Background: an optimization exercise with open tools, aiming at a short achievable clock period and few clock cycles. Do not read the settings as production practice. Function was checked by simulation only, so behaviour that the tests miss may differ from the original. No activity file was given, so power comes from the tool's default toggle rates.

<file path="design/flow/run.sh">
#!/bin/bash
# synth_recipe.tcl (not shown) runs the flow's synth.tcl, then flattens the netlist and writes it again
# the make line also repeats each setting of config.mk as NAME=value (left out here)
make -C /OpenROAD-flow-scripts/flow DESIGN_CONFIG=/design/flow/config.mk WORK_HOME=/design/flow/orfs CLKGATE_MAP_FILE= SYNTH_SCRIPT=/design/flow/synth_recipe.tcl finish
</file>
<file path="design/flow/config.mk">
export PLATFORM = sky130hd
export DESIGN_NAME = y86_pipe
export DESIGN_NICKNAME = y86_pipe
export VERILOG_FILES = /design/flow/design.v
export SDC_FILE = /design/flow/constraint.sdc
export NUM_CORES = 4
export LEC_CHECK = 0
export CAP_MARGIN = 20
export CORE_MARGIN = 2
export CORE_UTILIZATION = 40
export SLEW_MARGIN = 20
</file>
<file path="design/flow/constraint.sdc">
create_clock -name core_clock -period 28.0 [get_ports {clk}]
set_input_delay 5.6000 -clock core_clock [delete_from_list [all_inputs] [get_ports {clk}]]
set_output_delay 5.6000 -clock core_clock [all_outputs]
set_load 0.01 [all_outputs]
</file>
<file path="design/flow/design.v">
module y86_pipe (
    input clk,
    input rst,
    output [63:0] imem_addr,
    input  [79:0] imem_data,
    output [63:0] dmem_addr,
    output [63:0] dmem_wdata,
    output dmem_we,
    input  [63:0] dmem_rdata,
    output wb_valid,
    output [3:0] wb_dstE,
    output [63:0] wb_valE,
    output [3:0] wb_dstM,
    output [63:0] wb_valM,
    output [3:0] stat
);
    localparam [3:0] I_HALT = 4'h0, I_NOP = 4'h1, I_RRMOV = 4'h2, I_IRMOV = 4'h3,
                     I_RMMOV = 4'h4, I_MRMOV = 4'h5, I_OPQ = 4'h6, I_JXX = 4'h7,
                     I_CALL = 4'h8, I_RET = 4'h9, I_PUSH = 4'hA, I_POP = 4'hB;
    localparam [3:0] RNONE = 4'hF, RRSP = 4'h4;
    localparam [3:0] S_AOK = 4'h1, S_HLT = 4'h4, S_ADR = 4'h3, S_INS = 4'h2;
    localparam [1:0] F_RUN = 2'd0, F_WRET = 2'd1, F_STOP = 2'd2;
    reg [63:0] FA;
    reg [1:0]  f_mode;
    reg        D_valid;
    reg [3:0]  D_icode, D_ifun, D_rA, D_rB, D_stat;
    reg [63:0] D_valC, D_valP;
    reg        zf, sf, of;
    reg [63:0] rf [0:14];
    reg        halted;
    reg        M_valid, M_we, M_load, M_ret;
    reg [63:0] M_addr, M_wdata, M_valE;
    reg [3:0]  M_dstE, M_dstM;
    reg        W_valid;
    reg [3:0]  W_dstE, W_dstM;
    reg [63:0] W_valE, W_valM;
    reg [3:0]  stat_r;
    assign imem_addr  = FA;
    assign dmem_addr  = M_addr;
    assign dmem_wdata = M_wdata;
    assign dmem_we    = M_we;
    assign wb_valid   = W_valid;
    assign wb_dstE    = W_dstE;
    assign wb_valE    = W_valE;
    assign wb_dstM    = W_dstM;
    assign wb_valM    = W_valM;
    assign stat       = stat_r;
    function automatic cond_eval(input [3:0] fn, input z, input s, input o);
        case (fn)
            4'h0: cond_eval = 1'b1;
            4'h1: cond_eval = (s ^ o) | z;
            4'h2: cond_eval = s ^ o;
            4'h3: cond_eval = z;
            4'h4: cond_eval = ~z;
            4'h5: cond_eval = ~(s ^ o);
            4'h6: cond_eval = ~(s ^ o) & ~z;
            default: cond_eval = 1'b0;
        endcase
    endfunction
    function automatic [63:0] rf_read(input [3:0] r,
        input [63:0] r0, input [63:0] r1, input [63:0] r2, input [63:0] r3,
        input [63:0] r4, input [63:0] r5, input [63:0] r6, input [63:0] r7,
        input [63:0] r8, input [63:0] r9, input [63:0] r10, input [63:0] r11,
        input [63:0] r12, input [63:0] r13, input [63:0] r14);
        case (r)
            4'd0: rf_read = r0;   4'd1: rf_read = r1;   4'd2: rf_read = r2;
            4'd3: rf_read = r3;   4'd4: rf_read = r4;   4'd5: rf_read = r5;
            4'd6: rf_read = r6;   4'd7: rf_read = r7;   4'd8: rf_read = r8;
            4'd9: rf_read = r9;   4'd10: rf_read = r10; 4'd11: rf_read = r11;
            4'd12: rf_read = r12; 4'd13: rf_read = r13; 4'd14: rf_read = r14;
            default: rf_read = 64'd0;
        endcase
    endfunction
    wire D_ok = D_valid && (D_stat == S_AOK);
    wire [63:0] valA = rf_read(D_rA, rf[0], rf[1], rf[2], rf[3], rf[4], rf[5], rf[6], rf[7],
                               rf[8], rf[9], rf[10], rf[11], rf[12], rf[13], rf[14]);
    wire [63:0] valB = rf_read(D_rB, rf[0], rf[1], rf[2], rf[3], rf[4], rf[5], rf[6], rf[7],
                               rf[8], rf[9], rf[10], rf[11], rf[12], rf[13], rf[14]);
    wire [63:0] rsp = rf[4];
    wire [63:0] rsp_m8 = rsp - 64'd8;
    wire [63:0] rsp_p8 = rsp + 64'd8;
    wire [63:0] addr_bc = valB + D_valC;
    wire [63:0] sum  = valB + valA;
    wire [63:0] diff = valB - valA;
    reg  [63:0] alu;
    reg         alu_of;
    always @(*) begin
        case (D_ifun[1:0])
            2'd0: begin alu = sum;  alu_of = (valA[63] == valB[63]) && (sum[63] != valB[63]); end
            2'd1: begin alu = diff; alu_of = (valA[63] != valB[63]) && (diff[63] != valB[63]); end
            2'd2: begin alu = valB & valA; alu_of = 1'b0; end
            default: begin alu = valB ^ valA; alu_of = 1'b0; end
        endcase
    end
    wire alu_zf = (alu == 64'd0);
    wire alu_sf = alu[63];
    wire d_cond = cond_eval(D_ifun, zf, sf, of);
    reg [63:0] e_valE, e_addr, e_wdata;
    reg [3:0]  e_dstE, e_dstM;
    reg        e_read, e_write;
    always @(*) begin
        e_valE = 64'd0; e_addr = addr_bc; e_wdata = valA;
        e_dstE = RNONE; e_dstM = RNONE; e_read = 1'b0; e_write = 1'b0;
        case (D_icode)
            I_RRMOV: begin e_valE = valA; e_dstE = d_cond ? D_rB : RNONE; end
            I_IRMOV: begin e_valE = D_valC; e_dstE = D_rB; end
            I_RMMOV: begin e_valE = addr_bc; e_write = 1'b1; end
            I_MRMOV: begin e_valE = addr_bc; e_read = 1'b1; e_dstM = D_rA; end
            I_OPQ:   begin e_valE = alu; e_dstE = D_rB; end
            I_CALL:  begin e_valE = rsp_m8; e_addr = rsp_m8; e_wdata = D_valP; e_write = 1'b1; e_dstE = RRSP; end
            I_RET:   begin e_valE = rsp_p8; e_addr = rsp; e_read = 1'b1; e_dstE = RRSP; end
            I_PUSH:  begin e_valE = rsp_m8; e_addr = rsp_m8; e_write = 1'b1; e_dstE = RRSP; end
            I_POP:   begin e_valE = rsp_p8; e_addr = rsp; e_read = 1'b1; e_dstE = RRSP; e_dstM = D_rA; end
            default: ;
        endcase
    end
    wire e_adr_err = (e_read || e_write) && (e_addr[63:13] != 51'd0);
    wire de_exc = D_valid && !halted && (D_stat != S_AOK || e_adr_err);
    wire de_go  = D_ok && !halted && !e_adr_err;      
    wire de_setcc = de_go && (D_icode == I_OPQ);
    wire zf_n = de_setcc ? alu_zf : zf;
    wire sf_n = de_setcc ? alu_sf : sf;
    wire of_n = de_setcc ? alu_of : of;
    wire [3:0] f_icode = imem_data[79:76];
    wire [3:0] f_ifun  = imem_data[75:72];
    wire [3:0] f_rA    = imem_data[71:68];
    wire [3:0] f_rB    = imem_data[67:64];
    reg need_reg, need_valc, usesA, usesB, uses_sp;
    always @(*) begin
        need_reg = 1'b0; need_valc = 1'b0; usesA = 1'b0; usesB = 1'b0; uses_sp = 1'b0;
        case (f_icode)
            I_RRMOV: begin need_reg = 1'b1; usesA = 1'b1; end
            I_IRMOV: begin need_reg = 1'b1; need_valc = 1'b1; end
            I_RMMOV: begin need_reg = 1'b1; need_valc = 1'b1; usesA = 1'b1; usesB = 1'b1; end
            I_MRMOV: begin need_reg = 1'b1; need_valc = 1'b1; usesB = 1'b1; end
            I_OPQ:   begin need_reg = 1'b1; usesA = 1'b1; usesB = 1'b1; end
            I_JXX:   begin need_valc = 1'b1; end
            I_CALL:  begin need_valc = 1'b1; uses_sp = 1'b1; end
            I_RET:   begin uses_sp = 1'b1; end
            I_PUSH:  begin need_reg = 1'b1; usesA = 1'b1; uses_sp = 1'b1; end
            I_POP:   begin need_reg = 1'b1; uses_sp = 1'b1; end
            default: ;
        endcase
    end
    wire [63:0] FA1 = FA + 64'd1;
    wire [63:0] FA2 = FA + 64'd2;
    wire [63:0] FA9 = FA + 64'd9;
    wire [63:0] FA10 = FA + 64'd10;
    wire [63:0] f_valP = need_reg ? (need_valc ? FA10 : FA2) : (need_valc ? FA9 : FA1);
    wire [63:0] f_valC = need_reg ? imem_data[63:0] : imem_data[71:8];
    wire f_imem_err = (FA[63:10] != 54'd0);
    wire [3:0] f_stat = f_imem_err ? S_ADR : (f_icode > I_POP) ? S_INS :
                        (f_icode == I_HALT) ? S_HLT : S_AOK;
    wire de_load = D_ok && (D_icode == I_MRMOV || D_icode == I_POP);
    wire f_hazard = de_load && ((usesA && f_rA == D_rA) || (usesB && f_rB == D_rA) ||
                                (uses_sp && D_rA == RRSP));
    wire f_taken = (f_icode == I_CALL) ||
                   (f_icode == I_JXX && cond_eval(f_ifun, zf_n, sf_n, of_n));
    wire f_go = (f_mode == F_RUN) && !f_hazard;
    always @(posedge clk) begin
        if (rst) begin
            FA <= 64'd0;
            f_mode <= F_RUN;
            D_valid <= 1'b0;
        end else begin
            D_valid <= f_go;
            if (M_ret) begin
                FA <= dmem_rdata;
                f_mode <= F_RUN;
            end else if (f_go) begin
                if (f_stat != S_AOK)
                    f_mode <= F_STOP;
                else if (f_icode == I_RET)
                    f_mode <= F_WRET;
                else
                    FA <= f_taken ? f_valC : f_valP;
            end
        end
        D_icode <= f_icode;
        D_ifun  <= f_ifun;
        D_rA    <= need_reg ? f_rA : RNONE;
        D_rB    <= need_reg ? f_rB : RNONE;
        D_valC  <= f_valC;
        D_valP  <= f_valP;
        D_stat  <= f_stat;
    end
    wire m_wr = M_valid && M_load && (M_dstM != RNONE);
    integer i;
    always @(posedge clk) begin
        if (rst) begin
            for (i = 0; i < 15; i = i + 1)
                rf[i] <= 64'd0;
            rf[4] <= 64'd256;
            rf[5] <= 64'd64;
            zf <= 1'b1; sf <= 1'b0; of <= 1'b0;
            halted <= 1'b0;
            stat_r <= S_AOK;
            M_valid <= 1'b0; M_we <= 1'b0; M_load <= 1'b0; M_ret <= 1'b0;
            W_valid <= 1'b0;
        end else begin
            for (i = 0; i < 15; i = i + 1) begin
                if (de_go && e_dstE == i[3:0])
                    rf[i] <= e_valE;
                else if (m_wr && M_dstM == i[3:0])
                    rf[i] <= dmem_rdata;
            end
            if (de_setcc) begin
                zf <= alu_zf; sf <= alu_sf; of <= alu_of;
            end
            if (de_exc) begin
                halted <= 1'b1;
                stat_r <= (D_stat != S_AOK) ? D_stat : S_ADR;
            end
            M_valid <= de_go;
            M_we    <= de_go && e_write;
            M_load  <= de_go && e_read;
            M_ret   <= de_go && (D_icode == I_RET);
            W_valid <= M_valid;
        end
        M_addr  <= e_addr;
        M_wdata <= e_wdata;
        M_valE  <= e_valE;
        M_dstE  <= e_dstE;
        M_dstM  <= e_dstM;
        W_dstE  <= M_dstE;
        W_valE  <= M_valE;
        W_dstM  <= M_dstM;
        W_valM  <= dmem_rdata;
    end
endmodule
</file>
==> flow_metrics.py <==
metrics = {
    "run_status": {
        "status": "no timing/DRC/antenna violations",
    },
    "logic_synthesis": {
        "synthMuxAreaShare": 0.112,
        "synth_nets": 11973,
        "synth_xor_xnor_area_share": 0.0292,
        "netlist_area_um2": 96400,
        "synth_top_area_cell": "dfxtp_1",
        "ys.flop_type": "dfxtp_1",
        "synth_area_per_cell_um2": 8.25,
        "synth_edf_count": 0,
        "ys_ff_latch": 1522,
        "synth_top_cell_area_share": 0.316,
        "synth_cell_types": 123,
        "synth_compound_area_frac": 0.281,
        "synthCells": 11684,
        "ys_seq_area_frac": 0.316,
        "synth.area.top_cells": "dfxtp_1 (32%), a211oi_1 (9.5%), mux2i_1 (7.4%)",
        "synthSimpleGateAreaFrac": 0.180,
        "synth_top_family_by_area": "compound AO/OA/AOI/OAI gates",
        "yosys.area_share.adder": 0.0228,
        "yosys_warnings": 2,
        "synthArstFlopShare": 0,
    },
    "cts": {
        "cts-htree-levels": 4,
        "clk-insertion-delay-late_ps": 920,
        "cts_setup_buffers": 0,
        "clockBufferDepth": 3,
        "path_clk_slew_ps": 70,
        "cts_hold_repair.buffers": 0,
        "cts_tree": "yes",
        "cts_repair_resize_count": 0,
        "cts_sinks": 1522,
        "clock-root-buffer": "clkbuf_16",
        "numCtsBuffers": 175,
    },
    "timing": {
        "worstMarginPinSlew_ps": 1390,
        "whs_ps": 324,
        "fin_crit_ps": 11890,
        "rsz0062_at_grt": "no",
        "setup_slack_ps": 16110,
        "hold_violations": 0,
        "setup_violations": 0,
        "max_freq_mhz": 84.1,
        "fin_skew_ps": 73.5,
        "maxSlewViolCount": 0,
        "maxSlewHeadroom": 0.0696,
        "fin_setup_tns_ps": 0,
        "fin_crit_sh": 0.425,
    },
    "worst_setup_path": {
        "r2r_start": "D_rB[0]",
        "r2r_cells": 28,
        "cp.required_ps": 28740,
        "cp-end-kind": "register",
        "path_max_fanout": 50,
        "crit_path_top_delay_cell": "o41ai_2",
        "crit_top_cell": "buf_4",
        "cpPeakStageDelay_ps": 980,
        "start_kind": "register",
        "worstSetupStartpoint": "D_rB[0]",
        "crit_type": "register to register",
        "critPathArrivalTime_ps": 12630,
    },
    "pwr": {
        "peakVddDrop_uv": 50.3,
        "power.static_leakage_nw": 41.8,
        "finalPower_w": 0.00586,
        "power_density_nw_per_um2": 52.8,
    },
    "route": {
        "via_per_inst": 7.29,
        "drc": 0,
        "drtIter0Drc": 20971,
        "wl_per_cell_um": 42.0,
        "final_antenna_net_count": 0,
        "vias": 109411,
        "first_pass_iters": 12,
        "drt_wl_total_um": 631000,
    },
    "die": {
        "fp.dieW_um": 495,
        "die_height_um": 495,
        "ioPinCount": 480,
        "rows": 180,
        "core_area_um2": 240000,
        "initial_core_util": 0.402,
        "dieArea_um2": 245000,
    },
    "worst_hold_path": {
        "worstHoldPathCells": 0,
        "hold_start": "M_valE[20]",
        "min_path_type": "register to register",
    },
    "grt": {
        "grt_max_degree": 182,
        "grt_usage": 0.489,
        "grt_pass1_vias": 98884,
        "grt_overflow": 0,
        "grt_pass1_wl_um": 842000,
        "antenna_found_initial": 89,
    },
    "layout": {
        "nFillCells": 23515,
        "final_common_cell": "dfxtp_1",
        "drive_gt1_frac": 0.116,
        "utilization": 0.462,
        "finalNetCount": 11908,
        "area_delta_synth_final_pct": 15.2,
        "final_cell_mix": "dfxtp_1 (1,510), a211oi_1 (1,215), nor2_1 (1,160), mux2i_1 (713), a21oi_1 (532)",
    },
    "run": {
        "maxCapViolCount": 0,
    },
    "placed_design": {
        "portBuffers": 478,
        "pre_cts_slack_ps": 16450,
        "hpwl_um": 455000,
        "place.gp.congestion": 1.08,
    },
}
cell families (layout without fill, tap and decap cells):
| group | after synthesis | in the layout |
|---|---|---|
| XOR/XNOR | 320 | 320 |
| adder cells (fa/ha/maj) | 182 | 182 |
| multiplexers | 1032 | 1032 |
| AO/OA/AOI/OAI | 3766 | 3766 |
| buffers and inverters | 1416 | 1495 |
| other | 1 | 65 |
| flip-flops | 1522 | 1522 |
| AND/OR/NAND/NOR | 3445 | 3445 |
flip-flops by register name (all words and copies together) (netlist names), 3 cells and up:
signal,flops
rf,960
D_valC,64
D_valP,64
FA,64
M_addr,64
M_valE,64
M_wdata,64
W_valE,64
W_valM,64
D_icode,4
D_ifun,4
D_rA,4
D_rB,4
M_dstE,4
M_dstM,4
W_dstE,4
W_dstM,4
D_stat,3
stat_r,3
worst max-delay path: cells and delay by family, from the launching register on:
| family | cells | cell delay (ps) |
|---|---|---|
| mux | 1 | 330 |
| compound gates | 9 | 3740 |
| simple gates | 12 | 4030 |
| flops | 1 | 600 |
| fa+ha+maj | 1 | 670 |
| buf+inv | 5 | 2090 |
where the power goes:
group | switching, W | internal, W | leakage, nW
clock | 0.00110 | 0.00135 | 2.92
combinational | 0.000782 | 0.000308 | 26.5
sequential | 0.0000785 | 0.00224 | 12.4
synth_stat cells, types with 68 or more instances:
cell / number
dfxtp_1: 1522
a211oi_1: 1223
nor2_1: 1202
clkbuf_1: 945
mux2i_1: 713
a21oi_1: 532
nand2_1: 518
a22oi_1: 444
nor2b_1: 351
o21ai_0: 344
nand3_1: 313
mux2_2: 307
inv_1: 238
xnor2_1: 193
nor3_1: 160
ha_1: 142
nand4_1: 135
xor2_1: 126
a221oi_1: 103
a22o_1: 101
nor4_1: 99
o22ai_1: 98
and3_1: 95
nand3b_1: 92
a31oi_1: 88
or3_1: 85
buf_2: 84
buf_1: 82
and2_1: 72
a222oi_1: 68
metal layers:
layer	GRT usage	wire length, um	vias to the layer above
li1	-	-	43956
met1	0.610	235000	53051
met4	0.324	52600	50
met3	0.226	98200	2457
met2	0.664	243000	9897
met5	0.0286	1490	-
through the flow:
| step | area, um2 | cells |
|---|---|---|
| floorplan | 96400 | 11684 |
| global placement | 105000 | 14617 |
| detailed placement | 105000 | 14623 |
| CTS | 111000 | 14944 |
| global route | 111000 | 14959 |
| finish | 111000 | 15012 |
area by class of cell:
type | instances | area (um2) | area share
antenna | 64 | 160 | 0.00144
clock buffer | 242 | 5000 | 0.0450
clock inverter | 79 | 1010 | 0.00914
inverter | 250 | 938 | 0.00845
multi-input combinational | 8746 | 61200 | 0.551
sequential | 1522 | 30500 | 0.275
tap | 3185 | 3990 | 0.0359
timing repair buffer | 924 | 8240 | 0.0742
path summary, 6_finish.rpt:
kind | endpoint | slack [ps]
worst max register to register | FA[10] | 16110
worst min-delay path | W_valE[20] | 320
worst min register to register | W_valE[20] | 320
worst max-delay path | FA[10] | 16110
Testbench counts, summed over its fixed seeds: cycles 37,082.

==> re-timing with driven ports <==
The flow's constraints put no driver on any port. The routed layout listed below was extracted and timed again, unchanged, in two steps.
Step 1: set_driving_cell puts a clkbuf_16 on clk and a buf_2 on each other input, an assumption about the parent block.
Step 2 adds t to the input delays and takes it off the output delays; t is the mean of the earliest and latest rising clock arrival at the registers after step 1. Input paths then give back, and output paths get back, about the clock's delay inside the block.
Slacks: ideal ports / drivers / drivers and shift; pairs: ideal ports / drivers.
shift t [ns]: 0.986
setup slack, ns: 16.108 / 16.108 / 16.031
hold slack, ns: 0.324 / 0.324 / 0.324
worst setup path at the end: input to register
worst data-port slew with drivers (ns): 0.25
After both steps setup and hold are still met in this run. For this run, drivers alone change the setup slack by 0.000 ns; drivers and shift together by -0.077 ns.
